What follows belongs to an exercise in optimizing a design on an open flow for small area; a production flow would make more cautious choices. Power is estimated from default activity; no workload was simulated.

Setup of exp/fjord:
==> flow/design.v <==
`timescale 1ns / 1ps
module tile_hash_frontend (
    input  logic        clk,
    input  logic        rst_n,
    input  logic        vram_we,
    input  logic [12:0] vram_addr,
    input  logic [7:0]  vram_wdata,
    input  logic        cfg_enable,
    output logic        tile_done,
    output logic [8:0]  tile_index,
    output logic        hash_valid,
    output logic [15:0] hash_out
);
    logic [7:0]  tile_buffer [0:15];
    logic [15:0] written;
    logic [8:0]  cur_tile;
    logic        capture_in_progress;
    logic        streaming;
    logic        done;
    logic [3:0]  stream_index;
    logic [15:0] crc;
    wire cap_we  = cfg_enable & vram_we & ~(vram_addr[12] & vram_addr[11]);
    wire new_cap = cap_we & (~capture_in_progress | done |
                             (vram_addr[12:4] != cur_tile));
    always_ff @(posedge clk) begin
        for (int i = 0; i < 16; i++) begin
            if (cap_we && vram_addr[3:0] == 4'(i)) begin
                tile_buffer[i] <= vram_wdata;
                written[i]     <= 1'b1;
            end else if (new_cap) begin
                written[i]     <= 1'b0;
            end
        end
        if (new_cap)
            cur_tile <= vram_addr[12:4];
    end
    always_ff @(posedge clk or negedge rst_n) begin
        if (!rst_n)
            capture_in_progress <= 1'b0;
        else if (cap_we)
            capture_in_progress <= 1'b1;
        else if (done)
            capture_in_progress <= 1'b0;
    end
    wire start = ~streaming & ~done & capture_in_progress & (&written);
    wire last  = streaming & (&stream_index);
    always_ff @(posedge clk or negedge rst_n) begin
        if (!rst_n) begin
            streaming    <= 1'b0;
            done         <= 1'b0;
            stream_index <= 4'd0;
        end else begin
            streaming    <= start | (streaming & ~last);
            done         <= last;
            if (streaming)
                stream_index <= stream_index + 4'd1;
        end
    end
    logic [7:0] byte_in;
    always_comb begin
        byte_in = 8'h00;
        for (int i = 0; i < 16; i++)
            if (written[i] && stream_index == 4'(i))
                byte_in = byte_in | tile_buffer[i];
    end
    wire [7:0] t = crc[15:8] ^ byte_in;
    wire [7:0] x = t ^ {4'h0, t[7:4]};
    wire [15:0] crc_step = {crc[7:0], 8'h00} ^ {x[3:0], 12'h000} ^ {3'b000, x, 5'b00000} ^ {8'h00, x};
    always_ff @(posedge clk) begin
        crc <= streaming ? crc_step : 16'hFFFF;
    end
    assign tile_done  = done;
    assign hash_valid = done;
    assign tile_index = cur_tile;
    assign hash_out   = crc;
endmodule
export LEC_CHECK = 0
export CAP_MARGIN = 0
export CORE_MARGIN = 2
export CORE_UTILIZATION = 60
export SLEW_MARGIN = 0
create_clock -name core_clock -period 10.0 [get_ports {clk}]
standard.sh (not shown) runs the stock make flow with config.mk's settings and CLKGATE_MAP_FILE= SYNTH_SCRIPT=/design/flow/synth_recipe.tcl, a recipe that flattens the netlist after the stock synthesis.
==> flow/flow/run.sh <==
#!/bin/bash
# Layout flow: the standard flow (standard.sh) with these changes:
#  * after the standard synthesis, the combinational logic is re-mapped for
#    area with ABC (remap.ys / remap.abc); the registers are left exactly as
#    the standard synthesis made them (same instances, names and cells)
#  * port buffers are the smallest buffer (buf_1)
#  * CTS uses clkbuf_8 and inserts no dummy loads
# Each tool's output goes to its own log in this folder (and ORFS's logs).
set -euo pipefail
R=orfs/results/sky130hd/tile_hash_frontend/base
export BUFFER_PORTS_ARGS="-buffer_cell sky130_fd_sc_hd__buf_1"
export CTS_ARGS="-sink_clustering_enable -repair_clock_nets -buf_list {sky130_fd_sc_hd__clkbuf_8} -dont_use_dummy_load"

bash standard.sh synth > standard_synth.log 2>&1
cp $R/1_2_yosys.v standard_1_2_yosys.v
LIB=$FLOW_HOME/platforms/sky130hd/lib/sky130_fd_sc_hd__tt_025C_1v80.lib
FFS=$(grep -o "sky130_fd_sc_hd__[a-z0-9_]*" standard_1_2_yosys.v | sort -u | grep -E "__(df|edf|sdf|dl)" | tr '\n' ' ')
sed -e "s|@LIB@|$LIB|g" -e "s|@FFS@|$FFS|g" -e "s|@ABC@|$PWD/flow/remap.abc|g" \
    -e "s|@IN@|$PWD/standard_1_2_yosys.v|g" -e "s|@OUT@|$PWD/remapped.v|g" flow/remap.ys > remap_run.ys
yosys -l remap.log -s remap_run.ys > /dev/null 2>&1
cp remapped.v $R/1_2_yosys.v
touch $R/1_2_yosys.v
bash standard.sh > standard.log 2>&1
==> flow/flow/remap.abc <==
strash
dch
amap -F 50 -A 50
==> flow/flow/remap.ys <==
# Re-map the standard synthesis's combinational logic for area.
# Register cells (@FFS@) are kept as black boxes, so they stay as they are.
read_liberty -ignore_miss_func @LIB@
blackbox @FFS@
read_verilog @IN@
hierarchy -top tile_hash_frontend
flatten
opt_clean
tee -o remap_before.txt stat -liberty @LIB@
techmap
opt -fast
abc -liberty @LIB@ -dont_use *probe* -dont_use *lpflow* -dont_use *clkbuf* -dont_use *clkinv* -dont_use *dlygate* -dont_use *clkdly* -dont_use *buf_* -script @ABC@
opt_clean -purge
rename -enumerate
tee -o remap_after.txt stat -liberty @LIB@
write_verilog -noattr -noexpr @OUT@
Inputs modified between exp/fjord and exp/zinc:
- swapping 0 for 20 in SLEW_MARGIN
- swapping 0 for 20 in CAP_MARGIN
==> flow/flow/run.sh <==
#!/bin/bash
cp standard.sh standard.sh.txt
export BUFFER_PORTS_ARGS="-buffer_cell sky130_fd_sc_hd__buf_1"
export CTS_ARGS="-sink_clustering_enable -repair_clock_nets -buf_list {sky130_fd_sc_hd__clkbuf_4 sky130_fd_sc_hd__clkbuf_8} -sink_clustering_size 40 -sink_clustering_max_diameter 100 -dont_use_dummy_load"
bash standard.sh > standard.log 2>&1
removed: flow/flow/remap.abc
removed: flow/flow/remap.ys
## What came out
From exp/fjord to exp/zinc the numbers moved as follows: routed wire length -180 um, combinational share of power -4.8 points, setup slack of the critical path after layout +91 ps, total non-filler cell area in the finished layout +2.2%.
Compared to exp/fjord, exp/zinc has total buffers and inverters traversed by the critical path 1 higher.
Sequential share of layout area (higher): exp/fjord
Input changes introduced in exp/quartz (baseline for comparison: exp/zinc):
- CAP_MARGIN now 0, was 20
- SLEW_MARGIN now 0, was 20
- GPL_TIMING_DRIVEN now 0, previously not set
==> flow/flow/run.sh <==
#!/bin/bash
# Layout flow: the standard flow (standard.sh) with these changes:
#  * after the standard synthesis, the combinational logic is re-mapped for
#    area with ABC (remap.ys / remap.abc); the registers are left exactly as
#    the standard synthesis made them (same instances, names and cells)
#  * port buffers are the smallest buffer (buf_1)
#  * CTS uses clkbuf_8 and inserts no dummy loads
# Each tool's output goes to its own log in this folder (and ORFS's logs).
set -euo pipefail
R=orfs/results/sky130hd/tile_hash_frontend/base
export BUFFER_PORTS_ARGS="-buffer_cell sky130_fd_sc_hd__buf_1"
export CTS_ARGS="-sink_clustering_enable -repair_clock_nets -buf_list {sky130_fd_sc_hd__clkbuf_8} -dont_use_dummy_load"

bash standard.sh synth > standard_synth.log 2>&1
cp $R/1_2_yosys.v standard_1_2_yosys.v
LIB=$FLOW_HOME/platforms/sky130hd/lib/sky130_fd_sc_hd__tt_025C_1v80.lib
FFS=$(grep -o "sky130_fd_sc_hd__[a-z0-9_]*" standard_1_2_yosys.v | sort -u | grep -E "__(df|edf|sdf|dl)" | tr '\n' ' ')
sed -e "s|@LIB@|$LIB|g" -e "s|@FFS@|$FFS|g" -e "s|@ABC@|$PWD/flow/remap.abc|g" \
    -e "s|@IN@|$PWD/standard_1_2_yosys.v|g" -e "s|@OUT@|$PWD/remapped.v|g" flow/remap.ys > remap_run.ys
yosys -l remap.log -s remap_run.ys > /dev/null 2>&1
cp remapped.v $R/1_2_yosys.v
touch $R/1_2_yosys.v
bash standard.sh > standard.log 2>&1
==> flow/flow/remap.abc (new file) <==
strash
dch
amap -F 50 -A 50
==> flow/flow/remap.ys (new file) <==
# Re-map the standard synthesis's combinational logic for area.
# Register cells (@FFS@) are kept as black boxes, so they stay as they are.
read_liberty -ignore_miss_func @LIB@
blackbox @FFS@
read_verilog @IN@
hierarchy -top tile_hash_frontend
flatten
opt_clean
tee -o remap_before.txt stat -liberty @LIB@
techmap
opt -fast
abc -liberty @LIB@ -dont_use *probe* -dont_use *lpflow* -dont_use *clkbuf* -dont_use *clkinv* -dont_use *dlygate* -dont_use *clkdly* -dont_use *buf_* -script @ABC@
opt_clean -purge
rename -enumerate
tee -o remap_after.txt stat -liberty @LIB@
write_verilog -noattr -noexpr @OUT@
## What came out
Taking exp/zinc as the reference, in exp/quartz total wire length after detailed routing now sits lower, multi-input combinational cell area fell by 21%, via total after detailed routing increased 4.8%, signed area change from the synthesized netlist to the final layout went up 2.5 points.
exp/zinc went all the way through synthesis, placement and routing and the layout is clean on timing, DRC and antenna.
Although exp/quartz finished all stages, its layout failed final checks on capacitance limit, slew limit.
Re final weighted congestion of routability-driven global placement: exp/quartz and exp/zinc aren't equal, and the higher value belongs to exp/quartz.
### exp/quartz -> exp/delta
- GPL_TIMING_DRIVEN removed (was 0)
- SLEW_MARGIN changed from 0 to 20
- CAP_MARGIN changed from 0 to 20
- CORE_UTILIZATION changed from 60 to 40
==> flow/flow/run.sh <==
#!/bin/bash
cp standard.sh standard.sh.txt
export BUFFER_PORTS_ARGS="-buffer_cell sky130_fd_sc_hd__buf_1"
export CTS_ARGS="-sink_clustering_enable -repair_clock_nets -buf_list {sky130_fd_sc_hd__clkbuf_8} -sink_clustering_size 30 -sink_clustering_max_diameter 80 -dont_use_dummy_load"
bash standard.sh > standard.log 2>&1
removed: flow/flow/remap.abc
removed: flow/flow/remap.ys
[summary]
exp/delta completed end to end with timing, DRC and antenna clean.
Diff exp/quartz -> exp/delta | synthesized area | increase of about 5.7%
exp/delta: maximum clock rate 0.0097 GHz above exp/quartz
exp/delta: minimum setup slack among reg-to-reg paths higher than exp/quartz
Area of the die up 56% in exp/delta wrt exp/quartz
Function was not checked in any run of this note: the RTL went through the layout flow alone.

-- re-timing with driven ports --
Ports are ideal in the flow. The routed layouts listed here were re-timed in OpenROAD.
Step 1 (the two cells are an assumption about what drives the block):
set clk [get_ports {clk}]
set_driving_cell -lib_cell sky130_fd_sc_hd__clkbuf_16 $clk
set_driving_cell -lib_cell sky130_fd_sc_hd__buf_2 [delete_from_list [all_inputs] $clk]
Step 2 adds t to the input delays and takes it off the output delays; t is the mean of the earliest and latest rising clock arrival at the registers after step 1. Input paths then give back, and output paths get back, about the clock's delay inside the block.
a / b / c = ideal ports / drivers / drivers and shift; a / b = the first two.
run | t (ns) | slack for setup (ns) | worst register clock-pin slew, ns | worst slew at a driven data input, ns
exp/fjord | 0.475 | 6.438 / 6.451 / 5.977 | 0.08 / 0.08 | 0.03
exp/zinc | 0.482 | 6.529 / 6.539 / 6.056 | 0.09 / 0.09 | 0.04
exp/quartz | 0.475 | 6.323 / 6.338 / 5.864 | 0.08 / 0.08 | 0.04
exp/delta | 0.473 | 6.450 / 6.463 / 5.990 | 0.08 / 0.08 | 0.04
The setup slack of exp/zinc, which loses most, moves by +0.010 ns with the drivers and by -0.473 ns with both steps.
